This is an optimization exercise on Yosys and OpenROAD, whose aim is small area, a short achievable clock period and few clock cycles per item, not a production implementation. At most, simulation tests tie the RTL to the original design; equivalence was not proved. No functional check of the RTL was part of run 1.

`design/flow/design.v`:
```
module sha256_1(
	input  wire         CLK,
	input  wire         RST,
	input  wire         write_en,
	input  wire [639:0] block_in,
	input  wire [255:0] digest_in,
	output wire [255:0] digest_out_1,
	output wire [255:0] digest_out_2,
	output wire         valid_out
);
	localparam [6:0] LAST = 7'd73;
	reg  [6:0]  cnt;
	reg         valid_r;
	reg  [31:0] a, b, c, d, e, f, g, h;
	reg  [31:0] wr [0:15];
	reg  [31:0] pk;
	reg  [31:0] kr;
	reg  [31:0] hra;
	function [31:0] add32(input [31:0] x, input [31:0] y);
		reg [31:0] gg, pp;
		integer l, i, k;
		begin
			gg = x & y;
			pp = x ^ y;
			for (l = 0; l < 5; l = l + 1)
				for (i = 0; i < 32; i = i + 1)
					if ((i >> l) & 1) begin
						k = ((i >> l) << l) - 1;
						gg[i] = gg[i] | (pp[i] & gg[k]);
						pp[i] = pp[i] & pp[k];
					end
			add32 = x ^ y ^ {gg[30:0], 1'b0};
		end
	endfunction
	wire [6:0] cnt_n = (!write_en || cnt == LAST) ? 7'd0 : cnt + 7'd1;
	reg ldc, ffc, capc;
	always @(posedge CLK or negedge RST) begin
		if (!RST) begin
			cnt     <= 7'd0;
			valid_r <= 1'b0;
			ldc     <= 1'b1;
			ffc     <= 1'b0;
			capc    <= 1'b0;
		end else begin
			cnt     <= cnt_n;
			valid_r <= write_en && cnt == LAST;
			ldc     <= cnt_n < 7'd2;
			ffc     <= cnt_n >= 7'd66 && cnt_n <= 7'd69;
			capc    <= cnt_n >= 7'd70;
		end
	end
	wire [1:0] sa = cnt[1:0] + {cnt[6], cnt[6]};
	wire [1:0] se = cnt[1:0];
	wire [31:0] al = sa[0] ? digest_in[255:224] : digest_in[223:192];
	wire [31:0] ah = sa[0] ? digest_in[191:160] : digest_in[159:128];
	wire [31:0] ha = sa[1] ? al : ah;
	wire [31:0] el = se[0] ? digest_in[127:96] : digest_in[95:64];
	wire [31:0] eh = se[0] ? digest_in[63:32]  : digest_in[31:0];
	wire [31:0] he = se[1] ? el : eh;
	wire [31:0] s0w = {wr[1][6:0], wr[1][31:7]} ^ {wr[1][17:0], wr[1][31:18]} ^ (wr[1] >> 3);
	wire [31:0] s1w = {wr[14][16:0], wr[14][31:17]} ^ {wr[14][18:0], wr[14][31:19]} ^ (wr[14] >> 10);
	wire [31:0] ws0 = s1w ^ wr[9] ^ s0w;
	wire [31:0] wc0 = ((s1w & wr[9]) | (s1w & s0w) | (wr[9] & s0w)) << 1;
	wire [31:0] ws1 = ws0 ^ wc0 ^ wr[0];
	wire [31:0] wc1 = ((ws0 & wc0) | (ws0 & wr[0]) | (wc0 & wr[0])) << 1;
	wire [31:0] wsum = add32(ws1, wc1);
	wire [31:0] ffa = add32(d, hra);
	reg  [31:0] bw;
	always @* begin
		case (cnt)
		7'd0: bw = block_in[639:608];
		7'd1: bw = block_in[607:576];
		7'd2: bw = block_in[575:544];
		7'd3: bw = block_in[543:512];
		7'd4: bw = block_in[511:480];
		7'd5: bw = block_in[479:448];
		7'd6: bw = block_in[447:416];
		7'd7: bw = block_in[415:384];
		7'd8: bw = block_in[383:352];
		7'd9: bw = block_in[351:320];
		7'd10: bw = block_in[319:288];
		7'd11: bw = block_in[287:256];
		7'd12: bw = block_in[255:224];
		7'd13: bw = block_in[223:192];
		7'd14: bw = block_in[191:160];
		7'd15: bw = block_in[159:128];
		7'd64, 7'd65, 7'd66, 7'd67: bw = he;
		7'd68: bw = block_in[127:96];
		7'd69: bw = block_in[95:64];
		7'd70: bw = block_in[63:32];
		7'd71: bw = block_in[31:0];
		default: bw = wsum;
		endcase
	end
	reg [31:0] kv;
	always @* begin
		case (cnt)
		7'd0: kv = 32'h428a2f98;
		7'd1: kv = 32'h71374491;
		7'd2: kv = 32'hb5c0fbcf;
		7'd3: kv = 32'he9b5dba5;
		7'd4: kv = 32'h3956c25b;
		7'd5: kv = 32'h59f111f1;
		7'd6: kv = 32'h923f82a4;
		7'd7: kv = 32'hab1c5ed5;
		7'd8: kv = 32'hd807aa98;
		7'd9: kv = 32'h12835b01;
		7'd10: kv = 32'h243185be;
		7'd11: kv = 32'h550c7dc3;
		7'd12: kv = 32'h72be5d74;
		7'd13: kv = 32'h80deb1fe;
		7'd14: kv = 32'h9bdc06a7;
		7'd15: kv = 32'hc19bf174;
		7'd16: kv = 32'he49b69c1;
		7'd17: kv = 32'hefbe4786;
		7'd18: kv = 32'h0fc19dc6;
		7'd19: kv = 32'h240ca1cc;
		7'd20: kv = 32'h2de92c6f;
		7'd21: kv = 32'h4a7484aa;
		7'd22: kv = 32'h5cb0a9dc;
		7'd23: kv = 32'h76f988da;
		7'd24: kv = 32'h983e5152;
		7'd25: kv = 32'ha831c66d;
		7'd26: kv = 32'hb00327c8;
		7'd27: kv = 32'hbf597fc7;
		7'd28: kv = 32'hc6e00bf3;
		7'd29: kv = 32'hd5a79147;
		7'd30: kv = 32'h06ca6351;
		7'd31: kv = 32'h14292967;
		7'd32: kv = 32'h27b70a85;
		7'd33: kv = 32'h2e1b2138;
		7'd34: kv = 32'h4d2c6dfc;
		7'd35: kv = 32'h53380d13;
		7'd36: kv = 32'h650a7354;
		7'd37: kv = 32'h766a0abb;
		7'd38: kv = 32'h81c2c92e;
		7'd39: kv = 32'h92722c85;
		7'd40: kv = 32'ha2bfe8a1;
		7'd41: kv = 32'ha81a664b;
		7'd42: kv = 32'hc24b8b70;
		7'd43: kv = 32'hc76c51a3;
		7'd44: kv = 32'hd192e819;
		7'd45: kv = 32'hd6990624;
		7'd46: kv = 32'hf40e3585;
		7'd47: kv = 32'h106aa070;
		7'd48: kv = 32'h19a4c116;
		7'd49: kv = 32'h1e376c08;
		7'd50: kv = 32'h2748774c;
		7'd51: kv = 32'h34b0bcb5;
		7'd52: kv = 32'h391c0cb3;
		7'd53: kv = 32'h4ed8aa4a;
		7'd54: kv = 32'h5b9cca4f;
		7'd55: kv = 32'h682e6ff3;
		7'd56: kv = 32'h748f82ee;
		7'd57: kv = 32'h78a5636f;
		7'd58: kv = 32'h84c87814;
		7'd59: kv = 32'h8cc70208;
		7'd60: kv = 32'h90befffa;
		7'd61: kv = 32'ha4506ceb;
		7'd62: kv = 32'hbef9a3f7;
		7'd63: kv = 32'hc67178f2;
		7'd68: kv = 32'h428a2f98;
		7'd69: kv = 32'h71374491;
		7'd70: kv = 32'hb5c0fbcf;
		7'd71: kv = 32'he9b5dba5;
		default: kv = 32'h00000000;
		endcase
	end
	wire [31:0] S1  = {e[5:0], e[31:6]} ^ {e[10:0], e[31:11]} ^ {e[24:0], e[31:25]};
	wire [31:0] S0  = {a[1:0], a[31:2]} ^ {a[12:0], a[31:13]} ^ {a[21:0], a[31:22]};
	wire [31:0] CH  = (e & f) ^ (~e & g);
	wire [31:0] MAJ = (a & b) | (a & c) | (b & c);
	wire [31:0] xs = pk ^ S1 ^ CH;
	wire [31:0] xc = ((pk & S1) | (pk & CH) | (S1 & CH)) << 1;
	wire [31:0] zs = xs ^ xc ^ S0;
	wire [31:0] zc = ((xs & xc) | (xs & S0) | (xc & S0)) << 1;
	wire [31:0] os = zs ^ zc ^ MAJ;
	wire [31:0] oc = ((zs & zc) | (zs & MAJ) | (zc & MAJ)) << 1;
	wire [31:0] anew = add32(os, oc);
	wire [31:0] qs = xs ^ xc ^ d;
	wire [31:0] qc = ((xs & xc) | (xs & d) | (xc & d)) << 1;
	wire [31:0] enew = add32(qs, qc);
	integer i;
	always @(posedge CLK) begin
		for (i = 0; i < 15; i = i + 1) wr[i] <= wr[i+1];
		wr[15] <= bw;
		if (capc) begin
			wr[7] <= d;
			wr[3] <= h;
		end
		hra <= ha;
		kr  <= kv;
		pk  <= add32(g ^ kr ^ wr[15], ((g & kr) | (g & wr[15]) | (kr & wr[15])) << 1);
		a <= ldc ? al : ffc ? ffa : anew;
		b <= a;
		c <= ldc ? ah : b;
		d <= c;
		e <= ldc ? el : ffc ? pk : enew;
		f <= e;
		g <= ldc ? eh : f;
		h <= g;
	end
	assign valid_out = valid_r;
	assign digest_out_2 = {a, b, c, d, e, f, g, h};
	assign digest_out_1 = {wr[7], wr[6], wr[5], wr[4], wr[3], wr[2], wr[1], wr[0]};
endmodule
```
`design/flow/constraint.sdc`:
```
create_clock -name core_clock -period 15.0 [get_ports {CLK}]
set_input_delay 3.0000 -clock core_clock [delete_from_list [all_inputs] [get_ports {CLK}]]
set_output_delay 3.0000 -clock core_clock [all_outputs]
set_load 0.01 [all_outputs]
```
`design/flow/flow/run.sh`:
```
#!/bin/bash
# Standard layout, with the port buffers made of the smallest buffer cell.
set -euo pipefail
export BUFFER_PORTS_ARGS="-buffer_cell sky130_fd_sc_hd__buf_1"
export SETUP_SLACK_MARGIN=10.0
bash standard.sh > standard_flow.log 2>&1
```
`design/flow/standard.sh`:
```
#!/bin/bash
# synth_recipe.tcl (not shown) runs the flow's synth.tcl, then flattens the netlist and writes it again
# the make line also repeats each setting of config.mk as NAME=value (left out here)
make -C /OpenROAD-flow-scripts/flow DESIGN_CONFIG=/design/flow/config.mk WORK_HOME=/design/flow/orfs CLKGATE_MAP_FILE= SYNTH_SCRIPT=/design/flow/synth_recipe.tcl "${@:-finish}"
```
`design/flow/config.mk`:
```
export PLATFORM = sky130hd
export DESIGN_NAME = sha256_1
export DESIGN_NICKNAME = sha256_1
export VERILOG_FILES = /design/flow/design.v
export SDC_FILE = /design/flow/constraint.sdc
export NUM_CORES = 4
export LEC_CHECK = 0
export CAP_MARGIN = 20
export CORE_AREA = 5 5 485 485
export DIE_AREA = 0 0 490 490
export PLACE_DENSITY = 0.75
export SLEW_MARGIN = 20
```
==> results.tsv, run 1 <==
stage	metric	value	unit
status	status	no timing/DRC/antenna violations	
floorplan	core area	229700	um^2
critical_path	Worst R2R Path Depth	13	
floorplan	Die Ht	490	um
sta	Max-slew headroom	0.1164	
global_routing	number of global-route vias before repair	41134	
clock_tree	clock-pin transition on the worst setup and hold timing paths	60	ps
cells_and_area	most frequent cells in the layout	1402 x buf_1, 835 x dfxtp_1, 273 x xnor2_1	
global_routing	initial antenna violation count	310	
clock_tree	clock root cell	clkbuf_16	
detailed_routing	Final ANT Viol Nets	0	
cells_and_area	fraction of layout instances using a drive strength above 1	0.09635	
detailed_routing	TritonRoute pass-1 iters	6	
detailed_routing	total routed wirelength	388000	um
placement	PortBufs	1411	
sta	Tcrit/Tclk final	0.3328	
cells_and_area	fin util	0.2471	
floorplan	Die Footprint	240100	um^2
sta	clk_skew	80.97	ps
detailed_routing	drt first-iter violations	6206	
synth	share of the yosys chip area belonging to registers	0.4031	
cells_and_area	most common cell after layout, fill and taps aside	buf_1	
floorplan	# IOs	1412	
detailed_routing	vias	44059	
job	Max-Cap Viols	0	
critical_path	ordered list of cells on the worst path	xnor2_1 -> xnor2_1 -> fa_1 -> fa_1 -> ha_1 -> a211oi_1 -> nor4_2 -> o21bai_1 -> a31oi_1 -> or2_2 -> fa_1 -> xnor2_1 -> a21oi_1	
synth	Synth cell types	87	
detailed_routing	Vias/cell	5.044	
global_routing	Total GRT Usage	0.3083	
placement	placed insts	8446	
detailed_routing	# DRC	0	
floorplan	initial core utilization	0.1898	
synth	Post-Syn Nets	5436	
cells_and_area	final instance area	56750	um^2
cells_and_area	P&R area growth vs syn	30.19	%
critical_path	largest stage delay on the critical path	520	ps
clock_tree	latest clock arrival within the worst-skew pair	790	ps
synth	Syn Inst Count	4143	
sta	TNS Setup	0	ps
floorplan	Die Wd	490	um
clock_tree	Post-CTS Hold Buffers	0	
critical_path	Startpoint Class	register	
critical_path	WP depth	13	
critical_path	Max stage delay cell, worst path	fa_1	
synth	Top FF cell, synth	dfxtp_1	
critical_path	Setup CP Type	register to register	
synth	Yosys reg bits	875	
placement	DP HPWL	335100	um
critical_path	Worst EP required	15570	ps
sta	worst slew pin tran	1325	ps
synth	Mapped Area	43590	um^2
clock_tree	H-tree Lvls	3	
critical_path	CP Max Fanout	4	
cells_and_area	nets	6827	
detailed_routing	average routed wire per standard cell	44.42	um
synth	Synth Area per Inst	10.52	um^2
placement	routability congestion estimate from global placement	1.065	
global_routing	total gr overflow	0	
floorplan	FP Rows	176	
sta	fmax	0.2003	GHz
global_routing	largest net degree at the start of global routing	187	
worst_hold_path	WHS Path Cells	0	
critical_path	CP Data Arrival Time	5570	ps
synth	Synth async-reset ratio	0.01257	
critical_path	Crit. End Element	register	
clock_tree	CTS Sinks	875	
cells_and_area	final non-filler cell total	8735	
clock_tree	CTS tree	yes	
placement	Post-DP Area	52640	um^2
sta	Final Max Tran Viols	0	
synth	Yosys warnings	2	
placement	worst slack, placed	8850	ps
sta	Final Hold Vio Count	0	
sta	RSZ-0062 raised after global routing	yes	
sta	Final Worst Setup Slack	10010	ps
clock_tree	Num CTS Buffers	102	
worst_hold_path	Worst Hold Class	register to register	
sta	Final setup violation count	0	
clock_tree	Longest Clk Path Bufs	3	
critical_path	CP bufs+invs	0	
critical_path	Crit path max-delay family	adder cells	
global_routing	first-pass GRT wire length	476800	um
synth	number of synthesized flops with an enable pin	0	
sta	minimum clock period	4992	ps
-- cell usage after synthesis, types with 13 or more instances --
cell,number,area [um^2]
mux4_2,48,1081
clkbuf_1,146,548.0
dfxtp_1,864,17300
ha_1,174,2177
a22oi_1,182,1366
mux2i_1,153,1531
o211ai_1,23,172.7
buf_1,32,120.1
a21o_1,52,390.4
a221oi_1,60,525.5
nand4_1,75,469.2
nor2b_1,24,150.1
o21bai_1,13,97.59
nor2_1,243,912.1
maj3_1,31,310.3
a31oi_1,26,162.7
and3_1,20,125.1
nor3_1,50,250.2
o21ai_0,158,790.8
a211oi_1,41,307.8
fa_1,220,4404
xor2_1,104,910.9
or2_2,16,100.1
buf_2,45,225.2
a222oi_1,32,320.3
inv_1,163,611.8
a22o_1,42,367.9
xnor2_1,282,2470
nand2b_1,17,106.4
nand3_1,55,275.3
mux2_2,77,867.1
o21a_1,30,225.2
nand2_1,186,698.2
a21oi_1,247,1236
-- logic make-up after synthesis --
kind of cell | Yosys count | share of synthesized area
fa+ha+maj | 425 | 0.1581
mux | 278 | 0.07982
simple gates | 728 | 0.07772
buf+inv | 391 | 0.03522
flops | 875 | 0.4031
compound gates | 1060 | 0.1685
xor+xnor | 386 | 0.07755
-- final timing paths --
check | start | end | slack (ps)
worst min register to register | wr[11][14] | wr[10][14] | 320
worst min-delay path | wr[11][14] | wr[10][14] | 320
worst max register to register | wr[14][12] | wr[15][17] | 10010
min in group asynchronous | RST | cnt[6] | 2280
max in group asynchronous | RST | cnt[3] | 12250
worst max-delay path | wr[14][12] | wr[15][17] | 10010
-- layer usage --
layer / global-route usage / up-vias / part of all wire / routed length (um)
li1: - / 17881 / - / -
met1: 0.3693 / 21814 / 0.38 / 147100
met2: 0.4514 / 3290 / 0.41 / 160200
met3: 0.1682 / 828 / 0.15 / 57000
met4: 0.1388 / 246 / 0.057 / 22130
met5: 0 / - / 0.0040 / 1564
-- through the flow --
step,hold WS (ps)
floorplan,309.6
global placement,309.8
detailed placement,312.1
CTS,326.4
global route,327.5
finish,324.2
-- sequential cells by signal, indices dropped and copies added (netlist names), 7 cells and up --
signal and cells:
cnt 7, d 32, kr 32, wr 512, h 32, e 32, hra 32, c 32
g 32, pk 32, f 32, b 32, a 32
-- cell type report --
| type | count | area [um^2] |
|---|---|---|
| fill | 24948 | 172900 |
| inverter | 165 | 623.1 |
| sequential | 875 | 17640 |
| tap | 3026 | 3786 |
| clock buffer | 130 | 2798 |
| antenna | 94 | 235.2 |
| timing repair buffer | 1513 | 6095 |
| clock inverter | 55 | 768.2 |
| multi-input combinational | 2877 | 24810 |
-- timing repair --
item,4_1_cts,5_1_grt
setup buffers,0,8
endpoints found under the hold margin,0,0
pin swaps,1,10
gates resized for setup,27,48
setup endpoints to repair,22,25
==> run 2, diff against run 1 <==
--- a/design/flow/design.v
+++ b/design/flow/design.v
@@ -63,8 +63,7 @@
 	wire [31:0] wc0 = ((s1w & wr[9]) | (s1w & s0w) | (wr[9] & s0w)) << 1;
 	wire [31:0] ws1 = ws0 ^ wc0 ^ wr[0];
 	wire [31:0] wc1 = ((ws0 & wc0) | (ws0 & wr[0]) | (wc0 & wr[0])) << 1;
-	wire [31:0] wsum = add32(ws1, wc1);
-	wire [31:0] ffa = add32(d, hra);
+	wire [31:0] wsum = add32(ffc ? d : ws1, ffc ? hra : wc1);
 	reg  [31:0] bw;
 	always @* begin
 		case (cnt)
@@ -92,80 +91,42 @@
 		default: bw = wsum;
 		endcase
 	end
-	reg [31:0] kv;
-	always @* begin
-		case (cnt)
-		7'd0: kv = 32'h428a2f98;
-		7'd1: kv = 32'h71374491;
-		7'd2: kv = 32'hb5c0fbcf;
-		7'd3: kv = 32'he9b5dba5;
-		7'd4: kv = 32'h3956c25b;
-		7'd5: kv = 32'h59f111f1;
-		7'd6: kv = 32'h923f82a4;
-		7'd7: kv = 32'hab1c5ed5;
-		7'd8: kv = 32'hd807aa98;
-		7'd9: kv = 32'h12835b01;
-		7'd10: kv = 32'h243185be;
-		7'd11: kv = 32'h550c7dc3;
-		7'd12: kv = 32'h72be5d74;
-		7'd13: kv = 32'h80deb1fe;
-		7'd14: kv = 32'h9bdc06a7;
-		7'd15: kv = 32'hc19bf174;
-		7'd16: kv = 32'he49b69c1;
-		7'd17: kv = 32'hefbe4786;
-		7'd18: kv = 32'h0fc19dc6;
-		7'd19: kv = 32'h240ca1cc;
-		7'd20: kv = 32'h2de92c6f;
-		7'd21: kv = 32'h4a7484aa;
-		7'd22: kv = 32'h5cb0a9dc;
-		7'd23: kv = 32'h76f988da;
-		7'd24: kv = 32'h983e5152;
-		7'd25: kv = 32'ha831c66d;
-		7'd26: kv = 32'hb00327c8;
-		7'd27: kv = 32'hbf597fc7;
-		7'd28: kv = 32'hc6e00bf3;
-		7'd29: kv = 32'hd5a79147;
-		7'd30: kv = 32'h06ca6351;
-		7'd31: kv = 32'h14292967;
-		7'd32: kv = 32'h27b70a85;
-		7'd33: kv = 32'h2e1b2138;
-		7'd34: kv = 32'h4d2c6dfc;
-		7'd35: kv = 32'h53380d13;
-		7'd36: kv = 32'h650a7354;
-		7'd37: kv = 32'h766a0abb;
-		7'd38: kv = 32'h81c2c92e;
-		7'd39: kv = 32'h92722c85;
-		7'd40: kv = 32'ha2bfe8a1;
-		7'd41: kv = 32'ha81a664b;
-		7'd42: kv = 32'hc24b8b70;
-		7'd43: kv = 32'hc76c51a3;
-		7'd44: kv = 32'hd192e819;
-		7'd45: kv = 32'hd6990624;
-		7'd46: kv = 32'hf40e3585;
-		7'd47: kv = 32'h106aa070;
-		7'd48: kv = 32'h19a4c116;
-		7'd49: kv = 32'h1e376c08;
-		7'd50: kv = 32'h2748774c;
-		7'd51: kv = 32'h34b0bcb5;
-		7'd52: kv = 32'h391c0cb3;
-		7'd53: kv = 32'h4ed8aa4a;
-		7'd54: kv = 32'h5b9cca4f;
-		7'd55: kv = 32'h682e6ff3;
-		7'd56: kv = 32'h748f82ee;
-		7'd57: kv = 32'h78a5636f;
-		7'd58: kv = 32'h84c87814;
-		7'd59: kv = 32'h8cc70208;
-		7'd60: kv = 32'h90befffa;
-		7'd61: kv = 32'ha4506ceb;
-		7'd62: kv = 32'hbef9a3f7;
-		7'd63: kv = 32'hc67178f2;
-		7'd68: kv = 32'h428a2f98;
-		7'd69: kv = 32'h71374491;
-		7'd70: kv = 32'hb5c0fbcf;
-		7'd71: kv = 32'he9b5dba5;
-		default: kv = 32'h00000000;
-		endcase
-	end
+	wire [5:0]  kidx = cnt[6] ? {4'd0, cnt[1:0]} : cnt[5:0];
+	wire        kon  = !cnt[6] || (cnt[6:2] == 5'b10001);
+	wire [63:0] koh  = (64'd1 << kidx) & {64{kon}};
+	wire [31:0] kv;
+	assign kv[0] = |(koh & 64'h62d85ba9fa114abe);
+	assign kv[1] = |(koh & 64'hf3f10a68b9b66c14);
+	assign kv[2] = |(koh & 64'h474d60d5aa5ef4cc);
+	assign kv[3] = |(koh & 64'h3b66126606f82515);
+	assign kv[4] = |(koh & 64'hd499943e51c0b5b3);
+	assign kv[5] = |(koh & 64'hf398ad669230f468);
+	assign kv[6] = |(koh & 64'hf3e48614ffddb8b4);
+	assign kv[7] = |(koh & 64'hf19849a51cef6def);
+	assign kv[8] = |(koh & 64'h52854c5efd4fbe2d);
+	assign kv[9] = |(koh & 64'h5be426315e0243dd);
+	assign kv[10] = |(koh & 64'h309e628c0e365c83);
+	assign kv[11] = |(koh & 64'hb4fa15ed98d51b8d);
+	assign kv[12] = |(koh & 64'h940c48102904baac);
+	assign kv[13] = |(koh & 64'hf6aed396cc59a905);
+	assign kv[14] = |(koh & 64'hb6c71b544b039a9e);
+	assign kv[15] = |(koh & 64'h5169954022eca55c);
+	assign kv[16] = |(koh & 64'hcb022503ae95876a);
+	assign kv[17] = |(koh & 64'h1982d7f36503b353);
+	assign kv[18] = |(koh & 64'h1bd34905212a79da);
+	assign kv[19] = |(koh & 64'h55f4ef3ec99bf8c1);
+	assign kv[20] = |(koh & 64'hf07a338b0be3f4fa);
+	assign kv[21] = |(koh & 64'hd28b89adb3f2146a);
+	assign kv[22] = |(koh & 64'hec248ce058b46034);
+	assign kv[23] = |(koh & 64'h5f69314170d7f22d);
+	assign kv[24] = |(koh & 64'h0055185d2816c8be);
+	assign kv[25] = |(koh & 64'hc0662dab58a652c1);
+	assign kv[26] = |(koh & 64'hed2e6837f8df0c04);
+	assign kv[27] = |(koh & 64'h4af302060b7641b8);
+	assign kv[28] = |(koh & 64'h535bf0a8adc05b76);
+	assign kv[29] = |(koh & 64'h639c43330e9b149e);
+	assign kv[30] = |(koh & 64'h83e07c3c30e3992b);
+	assign kv[31] = |(koh & 64'hfc007fc03f03e1cc);
 	wire [31:0] S1  = {e[5:0], e[31:6]} ^ {e[10:0], e[31:11]} ^ {e[24:0], e[31:25]};
 	wire [31:0] S0  = {a[1:0], a[31:2]} ^ {a[12:0], a[31:13]} ^ {a[21:0], a[31:22]};
 	wire [31:0] CH  = (e & f) ^ (~e & g);
@@ -191,7 +152,7 @@
 		hra <= ha;
 		kr  <= kv;
 		pk  <= add32(g ^ kr ^ wr[15], ((g & kr) | (g & wr[15]) | (kr & wr[15])) << 1);
-		a <= ldc ? al : ffc ? ffa : anew;
+		a <= ldc ? al : ffc ? wsum : anew;
 		b <= a;
 		c <= ldc ? ah : b;
 		d <= c;
==> run 2 against run 1 <==
Still clean. Flip-flop and latch count unchanged. Critical path depth decreased by 7. Synthesized area decreased by 2.6%. Critical endpoint is now wr[15][30].
==> results.tsv, run 2 <==
stage	metric	value	unit	change
clock_tree	H-tree Lvls	3		unchanged
synth	Mapped Area	42440	um^2	-2.6%
cells_and_area	Top reg by flops	wr		
status	status	no timing/DRC/antenna violations		
floorplan	# IOs	1412		unchanged
floorplan	Die Footprint	240100	um^2	unchanged
clock_tree	clock root cell	clkbuf_16		
clock_tree	CTS tree	yes		
synth	number of synthesized flops with an enable pin	0		unchanged
synth	Synth cell types	85		-2.3%
floorplan	Die Wd	490	um	unchanged
worst_hold_path	Worst Hold Class	register to register		
detailed_routing	Final ANT Viol Nets	0		unchanged
critical_path	CP Max Fanout	2		-2
critical_path	Setup CP Type	input port to register		
job	Max-Cap Viols	0		unchanged
floorplan	FP Rows	176		unchanged
placement	Post-DP Area	51660	um^2	-1.9%
critical_path	Worst EP required	15540	ps	-30 ps
synth	multiplexer area fraction after synthesis	0.09555		+0.01573
sta	Final Max Tran Viols	0		unchanged
synth	Synth async-reset ratio	0.01257		unchanged
placement	PortBufs	1411		unchanged
clock_tree	Post-CTS Hold Buffers	0		unchanged
detailed_routing	# DRC	0		unchanged
floorplan	Die Ht	490	um	unchanged
global_routing	Total GRT Usage	0.2609		-0.04743
sta	Max-slew headroom	0.1068		-0.009512
global_routing	initial antenna violation count	154		-50%
sta	fmax	0.1935	GHz	-3.4%
cells_and_area	P&R area growth vs syn	31.40	%	
cells_and_area	max reg flops	512		unchanged
placement	routability congestion estimate from global placement	1.019		-4.3%
critical_path	Startpoint Class	input port		
synth	combinational family with the most area after synthesis	adder cells		
synth	Synth Area in Simple Gates	0.08417		+0.006449
detailed_routing	average routed wire per standard cell	38.55	um	-13%
synth	share of the yosys chip area belonging to registers	0.4141		+0.01097
synth	Adder-Cell Fraction of Synth Area	0.1472		-0.01085
sta	minimum clock period	5167	ps	+175.4 ps
critical_path	CP Data Arrival Time	5710	ps	+140 ps
sta	Final Hold Vio Count	0		unchanged
global_routing	largest net degree at the start of global routing	95		-49%
placement	DP HPWL	280200	um	-16%
sta	worst slew pin tran	1340	ps	+14.27 ps
synth	Post-Syn Nets	5219		-4.0%
detailed_routing	TritonRoute pass-1 iters	10		+4
synth	top cell type's share of synthesized area	0.4076		+0.01080
sta	RSZ-0062 raised after global routing	yes		
synth	Synth Area per Inst	10.68	um^2	+1.5%
synth	Top FF cell, synth	dfxtp_1		
synth	Syn Inst Count	3975		-4.1%
sta	Final setup violation count	0		unchanged
clock_tree	clock-pin transition on the worst setup and hold timing paths	70	ps	about the same
sta	Tcrit/Tclk final	0.3445		+0.01169
synth	Yosys reg bits	875		unchanged
floorplan	initial core utilization	0.1848		-0.005028
sta	TNS Setup	0	ps	unchanged
synth	Yosys warnings	2		unchanged
synth	most frequent cell after synthesis	dfxtp_1		
cells_and_area	nets	6615		-3.1%
detailed_routing	drt first-iter violations	5042		-19%
sta	clk_skew	54.06	ps	-26.91 ps
synth	Synth area leaders	dfxtp_1 41%, fa_1 10%, xnor2_1 5.8%		
detailed_routing	total routed wirelength	328800	um	-15%
cells_and_area	Fill cells	24798		-0.60%
cells_and_area	final instance area	55760	um^2	-1.7%
global_routing	first-pass GRT wire length	415700	um	-13%
cells_and_area	fin util	0.2428		-0.004309
clock_tree	CTS Sinks	875		unchanged
synth	Post-Synth XOR/XNOR Area	0.07698		-0.0005726
clock_tree	Num CTS Buffers	91		-11%
detailed_routing	met3 routed WL	32000	um	-44%
synth	Synth area leader	dfxtp_1		
detailed_routing	met1 WL	119700	um	-19%
synth	complex-gate fraction of the synthesized area	0.1472		-0.02130
sta	Final Worst Setup Slack	9833	ps	-175.4 ps
detailed_routing	met2 routed WL	150800	um	-5.9%
placement	worst slack, placed	8901	ps	+51.00 ps
critical_path	Crit. End Element	register		
cells_and_area	most common cell after layout, fill and taps aside	buf_1		
synth	synth cell count leaders	864 x dfxtp_1, 283 x xnor2_1, 218 x nor2_1		
global_routing	number of global-route vias before repair	40477		-1.6%
sta	Fin Hold WS	319.0	ps	-5.240 ps
global_routing	total gr overflow	0		unchanged
floorplan	core area	229700	um^2	unchanged
detailed_routing	vias	41991		-4.7%
detailed_routing	DR top layer	met5		
clock_tree	Longest Clk Path Bufs	3		unchanged
cells_and_area	most frequent cells in the layout	1410 x buf_1, 785 x dfxtp_1, 257 x xnor2_1		
detailed_routing	Vias/cell	4.923		-2.4%
clock_tree	latest clock arrival within the worst-skew pair	730	ps	-60 ps
cells_and_area	fraction of layout instances using a drive strength above 1	0.1161		+0.01974
## run 2: repair_timing
action | 4_1_cts | 5_1_grt
resized for setup | 91 | 90
endpoints found under the setup margin | 55 | 40
pin swaps | 7 | 13
hold endpoints to repair | 0 | 0
setup buffers | 1 | 6
## run 2: metal layers
layer,track usage,up-vias
met5,0.0001984,-
met4,0.1718,84
met3,0.07459,864
met2,0.4240,3225
met1,0.2992,20602
li1,-,17216
## run 2: through the flow
stage | std cells
6_report | 8530
2_1_floorplan | 3975
3_3_place_gp | 8291
3_5_place_dp | 8297
4_1_cts | 8464
5_1_grt | 8501
## run 2: layout make-up
type	count	area, um^2	share of cell area
clock buffer	114	2506	0.04494
timing repair buffer	1509	6061	0.1087
tap	3026	3786	0.06789
inverter	179	671.9	0.01205
clock inverter	52	774.5	0.01389
antenna	60	150.1	0.002692
multi-input combinational	2715	24090	0.4320
sequential	875	17730	0.3179
## run 2: cell families (layout without fill, tap and decap cells)
logic type,after synthesis,in the layout
other,0,60
and+or+nand+nor,746,746
adders and majority gates,376,376
AOI/OAI and AO/OA,886,886
muxes,334,334
DFF,875,875
xor gates and xnor gates,373,373
buffers and inverters,385,1854
## run 2: worst paths after layout
| check | from | endpoint | slack, ps | depth (start not counted) |
|---|---|---|---|---|
| setup reg to reg | wr[14][20] | wr[15][15] | 10100 | 15 |
| hold / removal | wr[10][0] | wr[9][0] | 320 | 0 |
| max in group asynchronous | RST | capc | 12110 | 1 |
| hold reg to reg | wr[10][0] | wr[9][0] | 320 | 0 |
| min in group asynchronous | RST | valid_r | 2340 | 1 |
| setup / recovery | digest_in[126] | wr[15][30] | 9830 | 6 |
## run 2: critical path, stage by stage
cell,delay [ps]
buf_1,80
mux4_2,580
a222oi_1,960
nand4_1,450
nor3_4,530
a21oi_1,80
Testbench counts of run 2, summed over its fixed seeds: cycles 14,208, items 192.
==> run 3, diff against run 2 <==
==> design/flow/flow/run.sh (replaced) <==
#!/bin/bash
# Standard layout, with the port buffers made of the smallest buffer cell.
set -euo pipefail
export BUFFER_PORTS_ARGS="-buffer_cell sky130_fd_sc_hd__buf_1"
export SETUP_SLACK_MARGIN=10.5
bash standard.sh > standard_flow.log 2>&1
==> run 3 against run 2 <==
Cell count up 0.74%. Worst setup slack better by 130 ps. Synthesized cell count unchanged. Synthesized area unchanged. Clock skew up 5.1 ps. First-iteration DRC count down 5.3%. Core utilization up 0.99 points. Flip-flop and latch count unchanged. Clock-buffer cell count unchanged. Non-clock buffer count up 67. Worst hold slack better by 0.51 ps. Highest routed layer unchanged.
==> results.tsv, run 3 <==
stage	metric	value	unit	change
status	status	no timing/DRC/antenna violations		
synth	Syn Inst Count	3975		unchanged
detailed_routing	Vias/cell	4.924		about the same
floorplan	Die Wd	490	um	unchanged
worst_hold_path	Worst Hold Class	register to register		
critical_path	CP Data Arrival Time	5580	ps	-130 ps
synth	Mapped Area	42440	um^2	unchanged
sta	Max-slew headroom	0.08870		-0.01814
sta	Final setup violation count	0		unchanged
synth	Synth area leaders	dfxtp_1 41%, fa_1 10%, xnor2_1 5.8%		
cells_and_area	Top reg by flops	wr		
placement	DP HPWL	280200	um	unchanged
placement	PortBufs	1411		unchanged
cells_and_area	most common cell after layout, fill and taps aside	buf_1		
sta	Fin Hold WS	319.5	ps	+0.5130 ps
synth	share of the yosys chip area belonging to registers	0.4141		unchanged
sta	TNS Setup	0	ps	unchanged
synth	Synth Area per Inst	10.68	um^2	unchanged
critical_path	Worst EP required	15540	ps	about the same
cells_and_area	FF+latch area	18100	um^2	+2.1%
clock_tree	Longest Clk Path Bufs	3		unchanged
global_routing	Total GRT Usage	0.2635		+0.002552
global_routing	number of global-route vias before repair	40998		+1.3%
detailed_routing	vias	42311		+0.76%
detailed_routing	average routed wire per standard cell	38.72	um	+0.44%
floorplan	initial core utilization	0.1848		unchanged
critical_path	CP Max Fanout	2		unchanged
detailed_routing	drt first-iter violations	4774		-5.3%
critical_path	Max stage delay cell, worst path	a222oi_1		
synth	most frequent cell after synthesis	dfxtp_1		
global_routing	first-pass GRT wire length	420200	um	+1.1%
clock_tree	Num CTS Buffers	91		unchanged
detailed_routing	# DRC	0		unchanged
floorplan	core area	229700	um^2	unchanged
critical_path	ordered list of cells on the worst path	buf_6 -> mux4_2 -> a222oi_1 -> nand4_1 -> nor3_4 -> a21oi_2		
clock_tree	H-tree Lvls	3		unchanged
global_routing	initial antenna violation count	162		+5.2%
critical_path	Startpoint Class	input port		
clock_tree	latest clock arrival within the worst-skew pair	730	ps	about the same
floorplan	# IOs	1412		unchanged
sta	clk_skew	59.16	ps	+5.102 ps
synth	Synth async-reset ratio	0.01257		unchanged
critical_path	FF-to-FF setup slack	10080	ps	-20 ps
cells_and_area	footprint of the multi-input gates	25090	um^2	+4.1%
detailed_routing	Final ANT Viol Nets	0		unchanged
synth	Yosys warnings	2		unchanged
cells_and_area	max reg flops	512		unchanged
sta	Final Hold Vio Count	0		unchanged
critical_path	Setup CP Type	input port to register		
cells_and_area	fin util	0.2527		+0.009893
global_routing	total gr overflow	0		unchanged
sta	fmax	0.1985	GHz	+2.6%
clock_tree	CTS tree	yes		
cells_and_area	P&R area growth vs syn	36.75	%	
cells_and_area	nets	6683		+1.0%
floorplan	Die Footprint	240100	um^2	unchanged
detailed_routing	total routed wirelength	332700	um	+1.2%
clock_tree	CTS Sinks	875		unchanged
synth	Yosys reg bits	875		unchanged
clock_tree	clock-pin transition on the worst setup and hold timing paths	70	ps	about the same
sta	RSZ-0062 raised after global routing	yes		
critical_path	Crit. End Element	register		
synth	number of synthesized flops with an enable pin	0		unchanged
cells_and_area	Fill cells	24514		-1.1%
sta	minimum clock period	5037	ps	-130.2 ps
critical_path	largest stage delay on the critical path	910	ps	-50 ps
floorplan	Die Ht	490	um	unchanged
clock_tree	Post-CTS Hold Buffers	0		unchanged
detailed_routing	TritonRoute pass-1 iters	9		-1
cells_and_area	most frequent cells in the layout	1269 x buf_1, 658 x dfxtp_1, 233 x xnor2_1		
sta	worst slew pin tran	1367	ps	+27.20 ps
cells_and_area	fraction of layout instances using a drive strength above 1	0.1987		+0.08257
synth	top cell type's share of synthesized area	0.4076		unchanged
synth	Post-Syn Nets	5219		unchanged
floorplan	FP Rows	176		unchanged
synth	Synth area leader	dfxtp_1		
job	Max-Cap Viols	0		unchanged
synth	Synth cell types	85		unchanged
sta	Tcrit/Tclk final	0.3358		-0.008683
clock_tree	clock root cell	clkbuf_16		
synth	synth cell count leaders	864 x dfxtp_1, 283 x xnor2_1, 218 x nor2_1		
synth	Top FF cell, synth	dfxtp_1		
critical_path	CP bufs+invs	1		unchanged
global_routing	largest net degree at the start of global routing	95		unchanged
critical_path	Crit path max-delay family	simple AND/OR/NAND/NOR gates		
placement	routability congestion estimate from global placement	1.019		unchanged
sta	Final Max Tran Viols	0		unchanged
## run 3: cell counts after synthesis
Identical to the previous run, type by type.
## run 3: kinds of logic after synthesis
logic type,Yosys count,synth area share
multiplexers,334,0.09555
flip-flops,875,0.4141
AO/OA/AOI/OAI,886,0.1472
AND/OR/NAND/NOR,746,0.08417
adder cells (fa/ha/maj),376,0.1472
buffers and inverters,385,0.03479
XOR/XNOR,373,0.07698
## run 3: repair_timing
| action | in CTS | in global routing |
|---|---|---|
| setup buffers | 52 | 22 |
| setup endpoints to repair | 298 | 61 |
| endpoints found under the hold margin | 0 | 0 |
| pin swaps | 86 | 65 |
| cloned | 1 | 0 |
| resized for setup | 638 | 120 |
## run 3: final cells by class
type	instances	area share
Antenna cell	55	0.002371
Clock buffer	114	0.04318
Clock inverter	52	0.01334
Inverter	179	0.01158
Multi-Input combinational cell	2716	0.4323
Sequential cell	875	0.3118
Tap cell	3026	0.06524
Timing Repair Buffer	1576	0.1202
## run 3: path summary, 6_finish.rpt
check,startpoint,endpoint,cells past startpoint
max,digest_in[126],wr[15][30],6
min,wr[10][0],wr[9][0],0
max reg2reg,wr[14][30],a[31],15
min reg2reg,wr[10][0],wr[9][0],0
max in group asynchronous,RST,capc,1
min in group asynchronous,RST,ffc,1
## run 3: per-layer routing
metal	wire, um	global-route usage	vias to the layer above	share of wire
met3	31920	0.07942	910	0.096
met1	120500	0.2981	20796	0.36
met5	652	0	-	0.0020
met2	152800	0.4302	3186	0.46
li1	-	-	17325	-
met4	26830	0.1729	94	0.081
## run 3: through the flow
| step | instance area (um^2) | cells | worst slack (ps) |
|---|---|---|---|
| finish | 58040 | 8593 | 9963 |
| global route | 57980 | 8570 | 9989 |
| CTS | 57060 | 8516 | 10020 |
| detailed placement | 51660 | 8297 | 8901 |
| global placement | 51570 | 8291 | 7457 |
| floorplan | 42440 | 3975 | 10620 |
==> run 4, diff against run 3 <==
==> design/flow/flow/run.sh (replaced) <==
#!/bin/bash
# Standard layout, with the port buffers made of the smallest buffer cell.
set -euo pipefail
export BUFFER_PORTS_ARGS="-buffer_cell sky130_fd_sc_hd__buf_1"
export SETUP_SLACK_MARGIN=10.0
bash standard.sh > standard_flow.log 2>&1
--- a/design/flow/config.mk
+++ b/design/flow/config.mk
@@ -6,7 +6,7 @@
 export NUM_CORES = 4
 export LEC_CHECK = 0
 export CAP_MARGIN = 20
-export CORE_AREA = 5 5 485 485
-export DIE_AREA = 0 0 490 490
+export CORE_AREA = 5 5 395 395
+export DIE_AREA = 0 0 400 400
 export PLACE_DENSITY = 0.75
 export SLEW_MARGIN = 20
==> run 4 against run 3 <==
Global-route usage grew 11 points. Flip-flop and latch count unchanged. Worst setup slack improved by 63 ps. Highest routed layer unchanged.
==> results.tsv, run 4 <==
stage	metric	value	unit	change
critical_path	CP bufs+invs	1		unchanged
sta	RSZ-0062 raised after global routing	yes		
synth	top cell type's share of synthesized area	0.4076		unchanged
floorplan	Die Footprint	160000	um^2	-33%
synth	Adder-Cell Fraction of Synth Area	0.1472		unchanged
worst_hold_path	Worst Hold Class	register to register		
cells_and_area	most frequent cells in the layout	1411 x buf_1, 788 x dfxtp_1, 254 x xnor2_1		
cells_and_area	fraction of layout instances using a drive strength above 1	0.1172		-0.08143
placement	PortBufs	1411		unchanged
clock_tree	Longest Clk Path Bufs	3		unchanged
detailed_routing	total routed wirelength	315000	um	-5.3%
critical_path	CP Data Arrival Time	1970	ps	-3610 ps
placement	Post-DP Area	50340	um^2	-2.6%
floorplan	# IOs	1412		unchanged
synth	Post-Syn Nets	5219		unchanged
sta	Final Worst Setup Slack	10030	ps	+63.45 ps
critical_path	Crit path max-delay family	flip-flops		
floorplan	Die Ht	400	um	-18%
detailed_routing	drt first-iter violations	5326		+12%
status	status	no timing/DRC/antenna violations		
sta	Final setup violation count	0		unchanged
synth	combinational family with the most area after synthesis	adder cells		
sta	Max-slew headroom	0.2040		+0.1153
synth	share of the yosys chip area belonging to registers	0.4141		unchanged
detailed_routing	average routed wire per standard cell	41.71	um	+7.7%
critical_path	Setup CP Type	register to output pin		
detailed_routing	Vias/cell	5.558		+13%
placement	DP HPWL	267000	um	-4.7%
synth	Yosys warnings	2		unchanged
synth	Yosys reg bits	875		unchanged
synth	Synth Area per Inst	10.68	um^2	unchanged
sta	Final Hold Vio Count	0		unchanged
synth	Post-Synth XOR/XNOR Area	0.07698		unchanged
cells_and_area	nets	6622		-0.91%
sta	Fin Hold WS	306.7	ps	-12.83 ps
synth	multiplexer area fraction after synthesis	0.09555		unchanged
critical_path	Max stage delay cell, worst path	dfxtp_1		
synth	synth cell count leaders	864 x dfxtp_1, 283 x xnor2_1, 218 x nor2_1		
global_routing	total gr overflow	0		unchanged
clock_tree	CTS tree	yes		
global_routing	initial antenna violation count	123		-24%
global_routing	number of global-route vias before repair	41290		+0.71%
global_routing	largest net degree at the start of global routing	75		-21%
critical_path	largest stage delay on the critical path	720	ps	-190 ps
critical_path	ordered list of cells on the worst path	buf_1		
synth	Synth async-reset ratio	0.01257		unchanged
clock_tree	CTS Sinks	875		unchanged
synth	Syn Inst Count	3975		unchanged
critical_path	WP depth	1		-5
detailed_routing	Final ANT Viol Nets	0		unchanged
floorplan	FP Rows	143		-19%
critical_path	Worst R2R Path Depth	15		unchanged
placement	routability congestion estimate from global placement	1.030		+1.1%
sta	minimum clock period	4973	ps	-63.45 ps
clock_tree	clock root cell	clkbuf_16		
critical_path	Crit. End Element	output pin		
synth	Synth area leaders	dfxtp_1 41%, fa_1 10%, xnor2_1 5.8%		
clock_tree	latest clock arrival within the worst-skew pair	720	ps	about the same
sta	clk_skew	42.06	ps	-17.10 ps
job	Max-Cap Viols	0		unchanged
sta	Tcrit/Tclk final	0.3316		-0.004230
synth	Synth area leader	dfxtp_1		
synth	Top FF cell, synth	dfxtp_1		
synth	Synth Area in Simple Gates	0.08417		unchanged
detailed_routing	# DRC	0		unchanged
floorplan	core area	151500	um^2	-34%
global_routing	first-pass GRT wire length	398800	um	-5.1%
synth	Synth cell types	85		unchanged
critical_path	Worst EP required	12000	ps	-3540 ps
synth	most frequent cell after synthesis	dfxtp_1		
detailed_routing	TritonRoute pass-1 iters	6		-3
floorplan	initial core utilization	0.2800		+0.09527
synth	complex-gate fraction of the synthesized area	0.1472		unchanged
synth	number of synthesized flops with an enable pin	0		unchanged
clock_tree	clock-pin transition on the worst setup and hold timing paths	60	ps	about the same
cells_and_area	Top reg by flops	wr		
worst_hold_path	WHS Path Cells	0		unchanged
clock_tree	Num CTS Buffers	91		unchanged
placement	worst slack, placed	9037	ps	+135.2 ps
cells_and_area	final instance area	54680	um^2	-5.8%
sta	fmax	0.2011	GHz	+1.3%
critical_path	Startpoint Class	register		
sta	TNS Setup	0	ps	unchanged
cells_and_area	most common cell after layout, fill and taps aside	buf_1		
critical_path	CP Max Fanout	6		+4
synth	Mapped Area	42440	um^2	unchanged
clock_tree	H-tree Lvls	3		unchanged
cells_and_area	P&R area growth vs syn	28.83	%	
sta	Final Max Tran Viols	0		unchanged
global_routing	Total GRT Usage	0.3760		+0.1125
detailed_routing	vias	41966		-0.82%
sta	worst slew pin tran	1164	ps	-203.0 ps
cells_and_area	max reg flops	512		unchanged
floorplan	Die Wd	400	um	-18%
[run 4: cell counts after synthesis]
Identical to the previous run, type by type.
[run 4: layout make-up]
class	instances	area, um^2
Sequential cell	875	17710
Inverter	179	671.9
Clock buffer	123	2651
Timing Repair Buffer	1516	6108
Fill cell	15562	96870
Tap cell	2030	2540
Clock inverter	43	650.6
Multi-Input combinational cell	2715	24170
Antenna cell	70	175.2
[run 4: kinds of logic after synthesis]
kind of cell / Yosys count
XOR/XNOR: 373
AO/OA/AOI/OAI: 886
AND/OR/NAND/NOR: 746
adder cells (fa/ha/maj): 376
multiplexers: 334
buffers and inverters: 385
flip-flops: 875
[run 4: worst reg2reg max path: stages, from the launching register on]
cell       delay [ps]
dfxtp_4           460
xnor2_1           130
xnor2_1           250
fa_1              490
fa_1              450
mux2_2            270
ha_1              350
a21o_1            190
a31o_2            250
a211o_4           370
o211ai_1          320
o2111ai_2         220
a21o_1            250
a21oi_2           200
mux2_2            360
a31o_2            250
[run 4: metal layers]
metal	share of wire	track usage
met5	0.0012	0
met4	0.091	0.2721
met3	0.095	0.1041
met2	0.46	0.6137
met1	0.35	0.4222
[run 4: repair_timing]
item,4_1_cts,5_1_grt
endpoints found under the setup margin,51,43
gates resized for setup,99,83
hold buffers,0,0
pin swaps,10,19
buffers inserted,5,10
[run 4: final timing paths]
kind	from	endpoint	slack (ps)
hold / removal	wr[12][22]	wr[11][22]	310
max in group asynchronous	RST	capc	12260
setup / recovery	e[3]	digest_out_2[99]	10030
min in group asynchronous	RST	cnt[6]	2260
hold reg to reg	wr[12][22]	wr[11][22]	310
setup reg to reg	wr[1][27]	a[31]	10080
[run 4: through the flow]
step | utilization | std cells
after floorplan | - | 3975
after global placement | 0.3318 | 7295
after detailed placement | 0.3322 | 7300
after CTS | 0.3569 | 7471
after global routing | 0.3606 | 7539
final | 0.3608 | 7551
==> run 5, diff against run 4 <==
--- a/design/flow/flow/run.sh
+++ b/design/flow/flow/run.sh
@@ -3,4 +3,5 @@
 set -euo pipefail
 export BUFFER_PORTS_ARGS="-buffer_cell sky130_fd_sc_hd__buf_1"
 export SETUP_SLACK_MARGIN=10.0
+export PLACE_PINS_ARGS="-min_distance 1 -min_distance_in_tracks"
 bash standard.sh > standard_flow.log 2>&1
--- a/design/flow/config.mk
+++ b/design/flow/config.mk
@@ -6,7 +6,7 @@
 export NUM_CORES = 4
 export LEC_CHECK = 0
 export CAP_MARGIN = 20
-export CORE_AREA = 5 5 395 395
-export DIE_AREA = 0 0 400 400
+export CORE_AREA = 5 5 335 335
+export DIE_AREA = 0 0 340 340
 export PLACE_DENSITY = 0.75
 export SLEW_MARGIN = 20
==> run 5 against run 4 <==
Still clean on timing, DRC and antenna. Clock-buffer cell count shrank 7. Global-route usage rose by 2.0 points. Critical path depth is 16 higher. Critical endpoint is now a[31]. Highest routed layer unchanged.
==> results.tsv, run 5 <==
stage	metric	value	unit	change
detailed_routing	drt first-iter violations	5028		-5.6%
critical_path	CP Data Arrival Time	5490	ps	+3520 ps
synth	Yosys reg bits	875		unchanged
placement	DP HPWL	198400	um	-26%
cells_and_area	nets	6570		-0.79%
synth	number of synthesized flops with an enable pin	0		unchanged
cells_and_area	Fill cells	10180		-35%
synth	share of the yosys chip area belonging to registers	0.4141		unchanged
job	Max-Cap Viols	0		unchanged
critical_path	WP depth	17		+16
detailed_routing	TritonRoute pass-1 iters	8		+2
critical_path	CP Max Fanout	4		-2
critical_path	largest stage delay on the critical path	480	ps	-240 ps
cells_and_area	most frequent cells in the layout	1411 x buf_1, 804 x dfxtp_1, 253 x xnor2_1		
placement	routability congestion estimate from global placement	1.114		+8.1%
detailed_routing	Vias/cell	6.054		+8.9%
critical_path	Crit. End Element	register		
status	status	no timing/DRC/antenna violations		
sta	clk_skew	18.50	ps	-23.57 ps
worst_hold_path	WHS Path Cells	0		unchanged
global_routing	initial antenna violation count	89		-28%
sta	Tcrit/Tclk final	0.3291		-0.002487
detailed_routing	total routed wirelength	240800	um	-24%
global_routing	Total GRT Usage	0.3955		+0.01956
cells_and_area	max reg flops	512		unchanged
clock_tree	clock-pin transition on the worst setup and hold timing paths	70	ps	about the same
floorplan	core area	108600	um^2	-28%
synth	Synth cell types	85		unchanged
synth	Yosys warnings	2		unchanged
floorplan	initial core utilization	0.3910		+0.1109
floorplan	# IOs	1412		unchanged
synth	Synth Area per Inst	10.68	um^2	unchanged
floorplan	Die Wd	340	um	-15%
sta	worst slew pin tran	1199	ps	+35.39 ps
detailed_routing	vias	41550		-0.99%
synth	Mapped Area	42440	um^2	unchanged
synth	Syn Inst Count	3975		unchanged
cells_and_area	fraction of layout instances using a drive strength above 1	0.1025		-0.01474
synth	synth cell count leaders	864 x dfxtp_1, 283 x xnor2_1, 218 x nor2_1		
sta	fmax	0.2026	GHz	+0.76%
cells_and_area	FF+latch area	17690	um^2	-0.13%
clock_tree	CTS Sinks	875		unchanged
worst_hold_path	Worst Hold Class	register to register		
critical_path	Max stage delay cell, worst path	fa_1		
clock_tree	clock root cell	clkbuf_16		
detailed_routing	# DRC	0		unchanged
floorplan	FP Rows	121		-15%
sta	Final Max Tran Viols	0		unchanged
synth	most frequent cell after synthesis	dfxtp_1		
clock_tree	Post-CTS Hold Buffers	0		unchanged
critical_path	Worst EP required	15550	ps	+3550 ps
floorplan	Die Ht	340	um	-15%
synth	Synth async-reset ratio	0.01257		unchanged
synth	Synth area leader	dfxtp_1		
critical_path	Setup CP Type	register to register		
synth	top cell type's share of synthesized area	0.4076		unchanged
critical_path	Startpoint Class	register		
sta	RSZ-0062 raised after global routing	yes		
critical_path	ordered list of cells on the worst path	xnor2_2 -> xnor2_2 -> fa_1 -> ha_1 -> mux2_2 -> ha_1 -> fa_2 -> a211oi_4 -> o211a_4 -> nor4_4 -> buf_4 -> o211ai_1 -> o2111ai_2 -> a21o_1 -> a21oi_2 -> mux2_2 -> a31o_2		
sta	Final Hold Vio Count	0		unchanged
global_routing	first-pass GRT wire length	323800	um	-19%
placement	PortBufs	1411		unchanged
cells_and_area	most common cell after layout, fill and taps aside	buf_1		
sta	Max-slew headroom	0.1943		-0.009677
cells_and_area	P&R area growth vs syn	25.17	%	
placement	Post-DP Area	49240	um^2	-2.2%
sta	TNS Setup	0	ps	unchanged
sta	minimum clock period	4936	ps	-37.30 ps
clock_tree	CTS tree	yes		
global_routing	largest net degree at the start of global routing	84		+12%
floorplan	Die Footprint	115600	um^2	-28%
clock_tree	latest clock arrival within the worst-skew pair	670	ps	-50 ps
clock_tree	H-tree Lvls	3		unchanged
global_routing	number of global-route vias before repair	41575		+0.69%
cells_and_area	final instance area	53120	um^2	-2.8%
sta	Final setup violation count	0		unchanged
critical_path	Crit path max-delay family	compound AO/OA/AOI/OAI gates		
cells_and_area	footprint of the multi-input gates	23980	um^2	-0.76%
synth	Synth area leaders	dfxtp_1 41%, fa_1 10%, xnor2_1 5.8%		
cells_and_area	Top reg by flops	wr		
critical_path	Worst R2R Path Depth	17		+2
synth	Post-Syn Nets	5219		unchanged
clock_tree	Longest Clk Path Bufs	3		unchanged
clock_tree	Num CTS Buffers	87		-4.4%
detailed_routing	Final ANT Viol Nets	0		unchanged
detailed_routing	average routed wire per standard cell	35.09	um	-16%
critical_path	CP bufs+invs	1		unchanged
global_routing	total gr overflow	0		unchanged
synth	Top FF cell, synth	dfxtp_1		
run 5: cell count changes in the layout (fill, tap and decap cells not counted), moves of 4 or more:
cell       change
diode_2       -17
a211oi_2       -4
xor2_1         +4
dfxtp_1       +16
dfxtp_2       -15
xor2_4         -4
clkbuf_16      -4
buf_4         -45
nor3_1         +4
run 5: path summary, 6_finish.rpt:
kind	slack, ps	to	start
max	10060	a[31]	wr[14][17]
min	320	wr[11][21]	wr[12][21]
max reg2reg	10060	a[31]	wr[14][17]
min reg2reg	320	wr[11][21]	wr[12][21]
max in group asynchronous	11860	capc	RST
min in group asynchronous	2450	valid_r	RST
run 5: final cells by class:
cell class	instances	area share
Tap cell	1414	0.03331
Inverter	179	0.01265
Antenna cell	53	0.002497
Clock buffer	116	0.04763
Multi-Input combinational cell	2715	0.4515
Sequential cell	875	0.3330
Timing Repair Buffer	1468	0.1078
Clock inverter	43	0.01164
run 5: kinds of logic (layout without fill, tap and decap cells):
family	after synthesis	in the layout	share of synthesized area
AO/OA/AOI/OAI	886	886	0.1472
flip-flops	875	875	0.4141
AND/OR/NAND/NOR	746	746	0.08417
buffers and inverters	385	1806	0.03479
adder cells (fa/ha/maj)	376	376	0.1472
XOR/XNOR	373	373	0.07698
multiplexers	334	334	0.09555
other	0	53	0
run 5: layer usage:
| metal | GRT usage | routed length [um] |
|---|---|---|
| met1 | 0.4383 | 81950 |
| met2 | 0.6312 | 108300 |
| met3 | 0.1157 | 25450 |
| met4 | 0.3241 | 24740 |
| met5 | 0 | 369 |
run 5: through the flow:
step | setup slack (ps) | hold WS (ps) | utilization | instances
after floorplan | 10620 | 309.6 | - | 3975
after global placement | 8566 | 309.7 | 0.4536 | 6643
after detailed placement | 9000 | 312.1 | 0.4536 | 6643
after CTS | 10000 | 321.7 | 0.4848 | 6804
after global routing | 9922 | 327.6 | 0.4890 | 6847
final | 10060 | 320.6 | 0.4894 | 6863
run 5: timing repair:
action	CTS	global route
setup buffers	2	6
endpoints found under the setup margin	41	35
gates resized for setup	57	83
pin swaps	6	14
gates cloned	0	0
==> run 6, diff against run 5 <==
==> design/flow/flow/run.sh (replaced) <==
#!/bin/bash
# Standard layout, with the port buffers made of the smallest buffer cell.
set -euo pipefail
export BUFFER_PORTS_ARGS="-buffer_cell sky130_fd_sc_hd__buf_1"
export SETUP_SLACK_MARGIN=10.3
export PLACE_PINS_ARGS="-min_distance 1 -min_distance_in_tracks"
bash standard.sh > standard_flow.log 2>&1
==> run 6 against run 5 <==
Register-to-register slack improved by 190 ps. Sequential share of layout area shrank 0.61 points. Cell count up 0.76%. Global-route usage rose by 0.20 points. Via count grew 1.3%. Clock-buffer cell count unchanged. Still clean.
==> results.tsv, run 6 <==
stage	metric	value	unit	change
status	status	no timing/DRC/antenna violations		
critical_path	Worst R2R Path Depth	16		-1
synth	synth cell count leaders	864 x dfxtp_1, 283 x xnor2_1, 218 x nor2_1		
global_routing	total gr overflow	0		unchanged
clock_tree	H-tree Lvls	3		unchanged
sta	worst slew pin tran	1084	ps	-115.4 ps
clock_tree	CTS tree	yes		
synth	number of synthesized flops with an enable pin	0		unchanged
detailed_routing	Vias/cell	6.088		+0.56%
critical_path	CP Data Arrival Time	5270	ps	-220 ps
worst_hold_path	Worst Hold Class	register to register		
synth	share of the yosys chip area belonging to registers	0.4141		unchanged
cells_and_area	most common cell after layout, fill and taps aside	buf_1		
sta	Final setup violation count	0		unchanged
placement	placed insts	6643		unchanged
cells_and_area	P&R area growth vs syn	28.35	%	
critical_path	worst flop-to-flop path startpoint	e[28]		
sta	Fin Hold WS	323.1	ps	+2.444 ps
global_routing	initial antenna violation count	90		+1.1%
global_routing	number of global-route vias before repair	41802		+0.55%
cells_and_area	nets	6612		+0.64%
sta	Tcrit/Tclk final	0.3165		-0.01257
worst_hold_path	WHS Path Cells	0		unchanged
floorplan	core area	108600	um^2	unchanged
placement	DP HPWL	198400	um	unchanged
cells_and_area	max reg flops	512		unchanged
detailed_routing	total routed wirelength	243800	um	+1.2%
floorplan	Die Wd	340	um	unchanged
synth	Syn Inst Count	3975		unchanged
synth	Synth area leaders	dfxtp_1 41%, fa_1 10%, xnor2_1 5.8%		
clock_tree	clock root cell	clkbuf_16		
clock_tree	CTS Sinks	875		unchanged
floorplan	FP Rows	121		unchanged
synth	top cell type's share of synthesized area	0.4076		unchanged
critical_path	Startpoint Class	register		
floorplan	Die Footprint	115600	um^2	unchanged
synth	Post-Syn Nets	5219		unchanged
clock_tree	latest clock arrival within the worst-skew pair	670	ps	about the same
sta	fmax	0.2106	GHz	+4.0%
critical_path	Worst EP required	15520	ps	-30 ps
cells_and_area	most frequent cells in the layout	1411 x buf_1, 765 x dfxtp_1, 221 x xnor2_1		
critical_path	FF-to-FF setup slack	10250	ps	+190 ps
global_routing	Total GRT Usage	0.3975		+0.001997
critical_path	Crit. End Element	register		
detailed_routing	average routed wire per standard cell	35.26	um	+0.49%
floorplan	# IOs	1412		unchanged
sta	minimum clock period	4748	ps	-188.5 ps
synth	Synth async-reset ratio	0.01257		unchanged
synth	Yosys warnings	2		unchanged
critical_path	Setup CP Type	register to register		
synth	Synth Area per Inst	10.68	um^2	unchanged
detailed_routing	vias	42098		+1.3%
clock_tree	Longest Clk Path Bufs	3		unchanged
critical_path	worst r2r dst	e[29]		
sta	RSZ-0062 raised after global routing	yes		
synth	Synth cell types	85		unchanged
cells_and_area	final non-filler cell total	6915		+0.76%
worst_hold_path	end of the worst hold path	wr[9][24]		
clock_tree	clock-pin transition on the worst setup and hold timing paths	60	ps	about the same
detailed_routing	Final ANT Viol Nets	0		unchanged
cells_and_area	footprint of the multi-input gates	24850	um^2	+3.6%
detailed_routing	TritonRoute pass-1 iters	13		+5
sta	Max-slew headroom	0.2774		+0.08308
sta	Final Max Tran Viols	0		unchanged
synth	Mapped Area	42440	um^2	unchanged
placement	routability congestion estimate from global placement	1.114		unchanged
critical_path	CP Max Fanout	6		+2
synth	Top FF cell, synth	dfxtp_1		
global_routing	first-pass GRT wire length	325900	um	+0.64%
global_routing	largest net degree at the start of global routing	84		unchanged
cells_and_area	Fill cells	9973		-2.0%
cells_and_area	FF+latch area	17810	um^2	+0.67%
floorplan	Die Ht	340	um	unchanged
synth	most frequent cell after synthesis	dfxtp_1		
clock_tree	Num CTS Buffers	87		unchanged
sta	clk_skew	20.46	ps	+1.961 ps
sta	Final Hold Vio Count	0		unchanged
sta	TNS Setup	0	ps	unchanged
cells_and_area	Top reg by flops	wr		
floorplan	initial core utilization	0.3910		unchanged
worst_hold_path	hold_sp	wr[10][24]		
placement	PortBufs	1411		unchanged
job	Max-Cap Viols	0		unchanged
cells_and_area	fraction of layout instances using a drive strength above 1	0.1344		+0.03194
detailed_routing	# DRC	0		unchanged
detailed_routing	drt first-iter violations	4807		-4.4%
synth	Yosys reg bits	875		unchanged
synth	Synth area leader	dfxtp_1		
[run 6: cell counts after synthesis]
Identical to the previous run, type by type.
[run 6: kinds of logic after synthesis]
kind of cell	Yosys count	share of synthesized area
simple gates	746	0.08417
xor+xnor	373	0.07698
buf+inv	385	0.03479
fa+ha+maj	376	0.1472
compound gates	886	0.1472
flops	875	0.4141
mux	334	0.09555
[run 6: final cells by class]
cell class / instances / share of cell area
Sequential cell: 875 / 0.3269
Antenna cell: 63 / 0.002894
Timing Repair Buffer: 1510 / 0.1114
Tap cell: 1414 / 0.03248
Inverter: 179 / 0.01240
Clock inverter: 43 / 0.01135
Clock buffer: 116 / 0.04644
Multi-Input combinational cell: 2715 / 0.4562
[run 6: worst max-delay path by stage]
| stage | startpoint | end | slack (ps) | cells past startpoint |
|---|---|---|---|---|
| after CTS | wr[14][31] | wr[15][31] | 10190 | 16 |
| final | e[28] | e[29] | 10250 | 16 |
| after detailed placement | digest_in[114] | wr[15][18] | 9000 | 7 |
| after global placement | digest_in[114] | wr[15][18] | 8570 | 7 |
| after global routing | e[15] | e[30] | 10190 | 16 |
| after floorplan | wr[1][12] | a[31] | 10620 | 15 |
[run 6: timing repair]
item,4_1_cts,5_1_grt
setup endpoints to repair,53,58
hold buffers,0,0
buffers inserted,21,29
gates resized for setup,164,185
pin swaps,32,54
[run 6: per-layer routing]
layer / up-vias / track usage / routed length (um)
li1: 17191 / - / -
met1: 20355 / 0.4406 / 83130
met2: 3333 / 0.6354 / 109800
met3: 1171 / 0.1175 / 25190
met4: 48 / 0.3216 / 25330
met5: - / 0 / 341
[run 6: per-stage QoR]
stage	utilization	cell area (um^2)	setup slack (ps)
2_1_floorplan	-	42440	10620
3_3_place_gp	0.4536	49230	8566
3_5_place_dp	0.4536	49240	9000
4_1_cts	0.4900	53190	10190
5_1_grt	0.5013	54410	10190
6_report	0.5018	54470	10250
[run 6: critical path, cell delays in order, from the launching register on]
cell and delay (ps):
dfxtp_4 400, xor2_1 180, xnor2_1 260, fa_2 550, xnor2_2 170, xnor2_1 160
ha_1 380, o211ai_1 160, o211ai_1 430, a221oi_4 180, nor4b_4 430, o2111ai_2 200
buf_4 190, and4b_2 230, o31ai_1 340, xnor2_1 190, o221ai_1 150

[what the ideal ports hide]
Ports are ideal in the flow. The routed layouts listed here were re-timed in OpenROAD. Step 1, drivers: a clkbuf_16 drives CLK and a buf_2 each remaining input, both assumed. Step 2 times the ports against the registers' clock, not the clock port: input delays grow and output delays shrink by t, the midpoint of the rising clock arrivals with the driver on. a / b / c = ideal ports / drivers / drivers and shift; a / b = the first two.
run	t, ns	slack for setup (ns)	hold WS [ns]	pins driven straight from the clock port
run 1	0.840	10.008 / 9.956 / 9.260	0.324 / 0.324 / 0.324	1
run 2	0.798	9.833 / 9.889 / 9.091	0.319 / 0.319 / 0.319	1
run 3	0.784	9.963 / 10.002 / 9.218	0.319 / 0.319 / 0.319	1
run 4	0.786	10.027 / 9.944 / 9.328	0.307 / 0.307 / 0.307	1
run 5	0.730	10.064 / 10.064 / 9.393	0.321 / 0.321 / 0.321	1
run 6	0.731	10.252 / 10.219 / 9.619	0.323 / 0.323 / 0.323	1
After both steps setup and hold are still met in every run listed. The setup slack of run 1, which loses most, moves by -0.052 ns with the drivers and by -0.748 ns with both steps.
